From an optimization exercise on the open Yosys and OpenROAD flow, aimed at small area; shortcuts taken in it are not production practice. Where RTL was checked, it was by simulation tests only, not by an equivalence proof against the original. No driver is modelled on the clock port, so clocking that relies on it looks cheaper here than on a real chip.

==> 01-15: inputs <==
// AXI_raddr
module AXI_raddr(
	aclk,
	areset,
	araddr,
	arlen,
	arvalid,
	arready,
	dma_axi_start,
	dma_axi_raddr_free,
	dma_cfg_saddr,
	dma_cfg_number,
	dma_cfg_sexceed_4k
);
input aclk;
input areset;
output [31:0] araddr;
output [3:0] arlen;
output arvalid;
input arready;
input dma_axi_start;
output dma_axi_raddr_free;
input [31:0] dma_cfg_saddr;
input [13:0] dma_cfg_number;
input dma_cfg_sexceed_4k;
reg busy;
reg [31:0] araddr;
reg [3:0] arlen;
reg len_zero;
reg [13:0] cnt;
reg last;
assign arvalid = busy;
assign dma_axi_raddr_free = ~busy;
genvar i;
wire load = ~busy & dma_axi_start;
wire take = busy & arready & ~len_zero;
wire adv = busy & arready & ~last;
wire [13:0] cnt_in = busy ? cnt : dma_cfg_number;
wire [3:0] sub_lo = busy ? (take ? ~arlen : 4'd0) : 4'hf;
wire sub_hi = ~busy | take;
wire [4:0] cnt_lo = {1'b0, cnt_in[3:0]} + {1'b0, sub_lo};
wire dec = sub_hi & ~cnt_lo[4];
wire [9:0] x = cnt_in[13:4];
wire [13:0] cnt_nx;
assign cnt_nx[3:0] = cnt_lo[3:0];
assign cnt_nx[4] = x[0] ^ dec;
generate
	for (i = 1; i < 10; i = i + 1) begin : g_cnt
		assign cnt_nx[4+i] = x[i] ^ (dec & ~|x[i-1:0]);
	end
endgenerate
wire hi = |x[9:1] | (x[0] ^ dec);
wire [3:0] len_nx = hi ? 4'hf : cnt_lo[3:0];
wire [3:0] s = dma_cfg_saddr[3:0];
wire s_zero = ~|s;
wire num_zero = ~|dma_cfg_number;
wire first_last = dma_cfg_sexceed_4k ?
	(~|dma_cfg_number[13:4] & &(cnt_lo[3:0] ^ s)) :
	(~hi | num_zero);
wire add = adv & ~len_zero;
wire [4:0] sum_lo = {1'b0, araddr[3:0]} + {1'b0, arlen} + 5'd1;
wire [31:0] addr_nx;
assign addr_nx[3:0] = add ? sum_lo[3:0] : araddr[3:0];
wire [7:0] blk;
assign blk[0] = add & sum_lo[4];
generate
	for (i = 0; i < 7; i = i + 1) begin : g_blk
  ...
clock: 5.0 ns
lec_check: 0
cap_margin: 20
core_margin: 2
core_utilization: 40
gpl_timing_driven: 1
slew_margin: 20
standard.sh (not shown) runs the stock make flow with config.mk's settings and CLKGATE_MAP_FILE= SYNTH_SCRIPT=/design/flow/synth_recipe.tcl, a recipe that flattens the netlist after the stock synthesis.
==> flow/flow/run.sh <==
#!/bin/bash
# Standard ORFS layout (the standard.sh) with these changes:
#  - port buffers use the smallest buffer cell (buf_1);
#  - if flow/abc.script exists, ABC maps with it instead of the speed script;
#  - if flow/noadder exists, Yosys leaves adders to ABC (no full/half-adder cells);
#  - if flow/cts_args exists, it replaces the clock_tree_synthesis arguments.
set -euo pipefail
here=$(pwd)
if [[ -f flow/abc.script ]]; then
  cp -r "$FLOW_HOME/scripts" "$here/scripts"
  cp flow/abc.script "$here/scripts/abc_speed.script"
  export SCRIPTS_DIR="$here/scripts"
fi
if [[ -f flow/noadder ]]; then export ADDER_MAP_FILE=; fi
if [[ -f flow/cts_args ]]; then export CTS_ARGS="$(cat flow/cts_args)"; fi
export BUFFER_PORTS_ARGS="-buffer_cell sky130_fd_sc_hd__buf_1"
bash standard.sh > standard_flow.log 2>&1
==> flow/flow/abc.script <==
strash
dc2
strash
dch -f
amap
==> flow/flow/cts_args <==
-sink_clustering_enable -repair_clock_nets -buf_list sky130_fd_sc_hd__clkbuf_8 -root_buf sky130_fd_sc_hd__clkbuf_8 -dont_use_dummy_load
==> flow/flow/noadder <==
Yosys leaves adders to ABC
==> inputs of 06-28, as changes to 01-15 <==
- CORE_UTILIZATION: 40 -> 70
==> notes <==
Between 06-28 and 01-15, the lower worst setup slack is in 06-28 (gap 17 ps).
Register-to-register slack: 01-15 is better than 06-28 (90 ps).
Flip-flop and latch count is the same in 01-15 and 06-28.
Against 06-28, the clock skew of 01-15 is higher by 9.1 ps.
Against 06-28, the hold slack of 01-15 is better by 6.4 ps.
Sequential share of layout area: 01-15 is lower than 06-28 (0.49 points).

==> inputs of run C <==
Another version of the RTL of AXI_raddr (not shown whole).
Design AXI_raddr, start of the top module:
module AXI_raddr(
	aclk,
	areset,
	araddr,
	arlen,
	arvalid,
	arready,
	dma_axi_start,
	dma_axi_raddr_free,
	dma_cfg_saddr,
	dma_cfg_number,
	dma_cfg_sexceed_4k
);
==> module AXI_raddr, before the edit <==
module AXI_raddr(
	aclk,
	areset,
	araddr,
	arlen,
	arvalid,
	arready,
	dma_axi_start,
	dma_axi_raddr_free,
	dma_cfg_saddr,
	dma_cfg_number,
	dma_cfg_sexceed_4k
);
input aclk;
input areset;
output [31:0] araddr;
output [3:0] arlen;
output arvalid;
input arready;
input dma_axi_start;
output dma_axi_raddr_free;
input [31:0] dma_cfg_saddr;
input [13:0] dma_cfg_number;
input dma_cfg_sexceed_4k;
reg busy;
reg [31:0] araddr;
reg [3:0] arlen;
reg len_zero;
reg [13:0] cnt;
reg last;
assign arvalid = busy;
assign dma_axi_raddr_free = ~busy;
genvar i;
wire load = ~busy & dma_axi_start;
wire take = busy & arready & ~len_zero;
wire adv = busy & arready & ~last;
wire [13:0] cnt_in = busy ? cnt : dma_cfg_number;
wire [3:0] sub_lo = busy ? (take ? ~arlen : 4'd0) : 4'hf;
wire sub_hi = ~busy | take;
wire [4:0] cnt_lo = {1'b0, cnt_in[3:0]} + {1'b0, sub_lo};
wire dec = sub_hi & ~cnt_lo[4];
wire [9:0] x = cnt_in[13:4];
wire [13:0] cnt_nx;
assign cnt_nx[3:0] = cnt_lo[3:0];
assign cnt_nx[4] = x[0] ^ dec;
generate
	for (i = 1; i < 10; i = i + 1) begin : g_cnt
		assign cnt_nx[4+i] = x[i] ^ (dec & ~|x[i-1:0]);
	end
endgenerate
wire hi = |x[9:1] | (x[0] ^ dec);
wire [3:0] len_nx = hi ? 4'hf : cnt_lo[3:0];
wire [3:0] s = dma_cfg_saddr[3:0];
wire s_zero = ~|s;
wire num_zero = ~|dma_cfg_number;
wire first_last = dma_cfg_sexceed_4k ?
	(~|dma_cfg_number[13:4] & &(cnt_lo[3:0] ^ s)) :
	(~hi | num_zero);
wire add = adv & ~len_zero;
wire [4:0] addr_lo = {1'b0, araddr[3:0]} + {1'b0, add ? arlen : 4'd0} + {4'd0, add};
wire [4:0] gen_lo = {1'b0, araddr[3:0]} + {1'b0, arlen} + 5'd1;
wire [31:0] addr_nx;
assign addr_nx[3:0] = addr_lo[3:0];
wire [7:0] blk;
assign blk[0] = gen_lo[4];
generate
	for (i = 0; i < 7; i = i + 1) begin : g_blk
		assign blk[i+1] = blk[i] & &araddr[4*i+7:4*i+4];
		assign addr_nx[4*i+4] = araddr[4*i+4] ^ (add & blk[i]);
		assign addr_nx[4*i+5] = araddr[4*i+5] ^ (add & blk[i] & araddr[4*i+4]);
		assign addr_nx[4*i+6] = araddr[4*i+6] ^ (add & blk[i] & &araddr[4*i+5:4*i+4]);
		assign addr_nx[4*i+7] = araddr[4*i+7] ^ (add & blk[i] & &araddr[4*i+6:4*i+4]);
	end
endgenerate
always @(posedge aclk) begin
	if (!areset) begin
		busy <= 1'b0;
		araddr <= 32'd0;
		arlen <= 4'd0;
		len_zero <= 1'b0;
	end else begin
		if (busy)
			busy <= ~(arready & last);
		else
			busy <= dma_axi_start;
		araddr <= load ? dma_cfg_saddr : addr_nx;
		if (load & dma_cfg_sexceed_4k) begin
			arlen <= ~s;
			len_zero <= s_zero;
		end else if (load) begin
			arlen <= len_nx;
			len_zero <= num_zero;
		end else if (adv) begin
			arlen <= len_nx;
			len_zero <= 1'b0;
		end
	end
	cnt <= cnt_nx;
	if (load)
		last <= first_last;
	else if (adv)
		last <= ~hi;
end
endmodule
==> flow/config.mk <==
export PLATFORM = sky130hd
export DESIGN_NAME = AXI_raddr
export DESIGN_NICKNAME = AXI_raddr
export VERILOG_FILES = /design/flow/design.v
export SDC_FILE = /design/flow/constraint.sdc
export NUM_CORES = 4
export LEC_CHECK = 0
export CAP_MARGIN = 20
export CORE_MARGIN = 2
export CORE_UTILIZATION = 40
export GPL_TIMING_DRIVEN = 0
export SLEW_MARGIN = 20
==> flow/constraint.sdc <==
create_clock -name core_clock -period 5.0 [get_ports {aclk}]
set_input_delay 1.0000 -clock core_clock [delete_from_list [all_inputs] [get_ports {aclk}]]
set_output_delay 1.0000 -clock core_clock [all_outputs]
set_load 0.01 [all_outputs]
==> flow/flow/run.sh <==
#!/bin/bash
# Standard ORFS layout with two changes: the port buffers use the smallest
# buffer cell, and (if flow/abc.script exists) ABC maps with an area-oriented script.
set -euo pipefail
here=$(pwd)
if [[ -f flow/abc.script ]]; then
  cp -r "$FLOW_HOME/scripts" "$here/scripts"
  cp flow/abc.script "$here/scripts/abc_speed.script"
  export SCRIPTS_DIR="$here/scripts"
fi
export BUFFER_PORTS_ARGS="-buffer_cell sky130_fd_sc_hd__buf_1"
bash standard.sh > standard_flow.log 2>&1
==> flow/flow/abc.script <==
&get -n
&st
&dch -f
&nf -a -R 1000
&put
==> run Y (differences from run C) <==
==> flow/design.v (replaced) <==
module AXI_raddr(
	aclk,
	areset,
	araddr,
	arlen,
	arvalid,
	arready,
	dma_axi_start,
	dma_axi_raddr_free,
	dma_cfg_saddr,
	dma_cfg_number,
	dma_cfg_sexceed_4k
);
input aclk;
input areset;
output [31:0] araddr;
output [3:0] arlen;
output arvalid;
input arready;
input dma_axi_start;
output dma_axi_raddr_free;
input [31:0] dma_cfg_saddr;
input [13:0] dma_cfg_number;
input dma_cfg_sexceed_4k;
reg busy;
reg [31:0] araddr;
reg [3:0] arlen;
reg len_zero;
reg [13:0] cnt;
reg last;
assign arvalid = busy;
assign dma_axi_raddr_free = ~busy;
wire load = ~busy & dma_axi_start;
wire take = busy & arready & ~len_zero;
wire adv = busy & arready & ~last;
wire [13:0] cnt_in = busy ? cnt : dma_cfg_number;
wire [13:0] cnt_sub = busy ? (take ? {10'h3ff, ~arlen} : 14'd0) : 14'h3fff;
wire [4:0] cnt_lo = {1'b0, cnt_in[3:0]} + {1'b0, cnt_sub[3:0]};
wire cnt_dec = cnt_sub[4] & ~cnt_lo[4];
wire [13:0] cnt_nx;
assign cnt_nx[3:0] = cnt_lo[3:0];
genvar i;
generate
	for (i = 4; i < 14; i = i + 1) begin : g_cnt
		if (i == 4) begin : g_b
			assign cnt_nx[i] = cnt_in[i] ^ cnt_dec;
		end else begin : g_n
			assign cnt_nx[i] = cnt_in[i] ^ (cnt_dec & ~|cnt_in[i-1:4]);
		end
	end
endgenerate
wire cnt_hi = |cnt_nx[13:4];
wire cnt_ones = &cnt_nx;
wire [3:0] len_nx = cnt_hi ? 4'hf : cnt_nx[3:0];
wire [3:0] s = dma_cfg_saddr[3:0];
wire s_zero = ~|s;
wire first_last = dma_cfg_sexceed_4k ?
	(s_zero ? cnt_ones : (~cnt_hi & (cnt_nx[3:0] == ~s))) :
	(~cnt_hi | cnt_ones);
wire add = adv & ~len_zero;
wire [4:0] addr_lo = {1'b0, araddr[3:0]} + {1'b0, add ? arlen : 4'd0} + {4'd0, add};
wire [31:0] addr_nx;
assign addr_nx[3:0] = addr_lo[3:0];
generate
	for (i = 4; i < 32; i = i + 1) begin : g_addr
		if (i == 4) begin : g_b
			assign addr_nx[i] = araddr[i] ^ addr_lo[4];
		end else begin : g_n
			assign addr_nx[i] = araddr[i] ^ (addr_lo[4] & &araddr[i-1:4]);
		end
	end
endgenerate
always @(posedge aclk) begin
	if (!areset) begin
		busy <= 1'b0;
		araddr <= 32'd0;
		arlen <= 4'd0;
		len_zero <= 1'b0;
	end else begin
		if (busy)
			busy <= ~(arready & last);
		else
			busy <= dma_axi_start;
		araddr <= load ? dma_cfg_saddr : addr_nx;
		if (load & dma_cfg_sexceed_4k) begin
			arlen <= ~s;
			len_zero <= s_zero;
		end else if (load | adv) begin
			arlen <= len_nx;
			len_zero <= cnt_ones;
		end
	end
	cnt <= cnt_nx;
	if (load)
		last <= first_last;
	else if (adv)
		last <= ~cnt_hi;
end
endmodule
==> flow/flow/abc.script (replaced) <==
strash
dc2
strash
dch -f
amap
==> run Z (differences from run C) <==
--- a/flow/design.v
+++ b/flow/design.v
@@ -58,23 +58,25 @@
 	(~hi | num_zero);
 wire add = adv & ~len_zero;
-wire [4:0] addr_lo = {1'b0, araddr[3:0]} + {1'b0, add ? arlen : 4'd0} + {4'd0, add};
-wire [4:0] gen_lo = {1'b0, araddr[3:0]} + {1'b0, arlen} + 5'd1;
+wire [4:0] sum_lo = {1'b0, araddr[3:0]} + {1'b0, arlen} + 5'd1;
 wire [31:0] addr_nx;
-assign addr_nx[3:0] = addr_lo[3:0];
+assign addr_nx[3:0] = add ? sum_lo[3:0] : araddr[3:0];
 wire [7:0] blk;
-assign blk[0] = gen_lo[4];
+assign blk[0] = add & sum_lo[4];
 generate
 	for (i = 0; i < 7; i = i + 1) begin : g_blk
 		assign blk[i+1] = blk[i] & &araddr[4*i+7:4*i+4];
-		assign addr_nx[4*i+4] = araddr[4*i+4] ^ (add & blk[i]);
-		assign addr_nx[4*i+5] = araddr[4*i+5] ^ (add & blk[i] & araddr[4*i+4]);
-		assign addr_nx[4*i+6] = araddr[4*i+6] ^ (add & blk[i] & &araddr[4*i+5:4*i+4]);
-		assign addr_nx[4*i+7] = araddr[4*i+7] ^ (add & blk[i] & &araddr[4*i+6:4*i+4]);
+		assign addr_nx[4*i+4] = araddr[4*i+4] ^ blk[i];
+		assign addr_nx[4*i+5] = araddr[4*i+5] ^ (blk[i] & araddr[4*i+4]);
+		assign addr_nx[4*i+6] = araddr[4*i+6] ^ (blk[i] & &araddr[4*i+5:4*i+4]);
+		assign addr_nx[4*i+7] = araddr[4*i+7] ^ (blk[i] & &araddr[4*i+6:4*i+4]);
 	end
 endgenerate
+wire sel_load = areset & load;
+wire sel_next = areset & ~load;
+always @(posedge aclk)
+	araddr <= ({32{sel_load}} & dma_cfg_saddr) | ({32{sel_next}} & addr_nx);
 always @(posedge aclk) begin
 	if (!areset) begin
 		busy <= 1'b0;
-		araddr <= 32'd0;
 		arlen <= 4'd0;
 		len_zero <= 1'b0;
@@ -84,5 +86,4 @@
 		else
 			busy <= dma_axi_start;
-		araddr <= load ? dma_cfg_saddr : addr_nx;
 		if (load & dma_cfg_sexceed_4k) begin
 			arlen <= ~s;
==> flow/flow/run.sh (replaced) <==
#!/bin/bash
# Standard ORFS layout (the standard.sh) with these changes:
#  - port buffers use the smallest buffer cell (buf_1);
#  - if flow/abc.script exists, ABC maps with it instead of the speed script;
#  - if flow/noadder exists, Yosys leaves adders to ABC (no full/half-adder cells);
#  - if flow/cts_args exists, it replaces the clock_tree_synthesis arguments.
set -euo pipefail
here=$(pwd)
if [[ -f flow/abc.script ]]; then
  cp -r "$FLOW_HOME/scripts" "$here/scripts"
  cp flow/abc.script "$here/scripts/abc_speed.script"
  export SCRIPTS_DIR="$here/scripts"
fi
if [[ -f flow/noadder ]]; then export ADDER_MAP_FILE=; fi
if [[ -f flow/cts_args ]]; then export CTS_ARGS="$(cat flow/cts_args)"; fi
export BUFFER_PORTS_ARGS="-buffer_cell sky130_fd_sc_hd__buf_1"
bash standard.sh > standard_flow.log 2>&1
==> flow/flow/abc.script (replaced) <==
strash
dc2
strash
dch -f
amap
==> flow/flow/cts_args (new file) <==
-sink_clustering_enable -repair_clock_nets -buf_list sky130_fd_sc_hd__clkbuf_8 -root_buf sky130_fd_sc_hd__clkbuf_8 -dont_use_dummy_load
==> flow/flow/noadder (new file) <==
Yosys leaves adders to ABC
--- a/flow/config.mk
+++ b/flow/config.mk
@@ -8,5 +8,5 @@
 export CAP_MARGIN = 20
 export CORE_MARGIN = 2
-export CORE_UTILIZATION = 40
+export CORE_UTILIZATION = 80
 export GPL_TIMING_DRIVEN = 0
 export SLEW_MARGIN = 20
==> impl_metrics.tcl <==
set metrics [dict create \
    error "[ERROR GPL-0301] Utilization 108.398 % exceeds 100%." \
    stop_stage "global placement" \
    avgSynthCellArea_um2 7.86 \
    synth.most_common_cell "nor2_1" \
    synth_xor_area_share_pct 0 \
    synth_fa_ha_area_share_pct 0 \
    outcome "aborted with a tool error" \
]
(the above is from run Z)
==> impl_metrics.tcl <==
set metrics [dict create \
    outcome "no timing/DRC/antenna violations" \
    synth_fa_ha_area_share_pct 9.51 \
    regMostFlops "araddr" \
    synth_xor_area_share_pct 9.28 \
    avgSynthCellArea_um2 9.00 \
    synth.most_common_cell "dfxtp_1" \
]
(the above is from run C)
==> impl_metrics.tcl <==
set metrics [dict create \
    cp_max_fo 4 \
    numCtsBuffers 5 \
    synth_xor_area_share_pct 0 \
    powerComb_mw 0.242 \
    critical_path_depth 26 \
    avgSynthCellArea_um2 8.68 \
    outcome "no timing/DRC/antenna violations" \
    syn2layout_area_growth_pct 34.5 \
    clk_latency_ns 0.31 \
    synth.most_common_cell "nor2_1" \
    synth_fa_ha_area_share_pct 6.52 \
]
(the above is from run Y)
Only the layout flow was run in run Y; the RTL was not checked for function there.

afterwards: timing with drivers on the ports:
The flow's constraints put no driver on any port. The routed layouts listed below were extracted and timed again, unchanged, in two steps. Step 1: set_driving_cell puts a clkbuf_16 on aclk and a buf_2 on each other input, an assumption about the parent block. Step 2 also shifts input and output timing later by t, the mid clock arrival at the registers, as if the neighbouring blocks saw the same clock. Slacks: ideal ports / drivers / drivers and shift; pairs: ideal ports / drivers.
| run | t, ns | setup WS [ns] | slew at the worst register clock pin (ns) |
|---|---|---|---|
| 01-15 | 0.318 | 0.349 / 0.338 / 0.020 | 0.09 / 0.09 |
| 06-28 | 0.332 | 0.333 / 0.314 / -0.018 | 0.09 / 0.09 |
| run C | 0.331 | 0.788 / 0.788 / 0.706 | 0.10 / 0.10 |
| run Y | 0.340 | 0.052 / 0.020 / -0.319 | 0.11 / 0.11 |
Met with ideal ports but missed after step 2: setup timing in 06-28 and run Y. The setup slack of run Y, which loses most, moves by -0.032 ns with the drivers and by -0.371 ns with both steps.
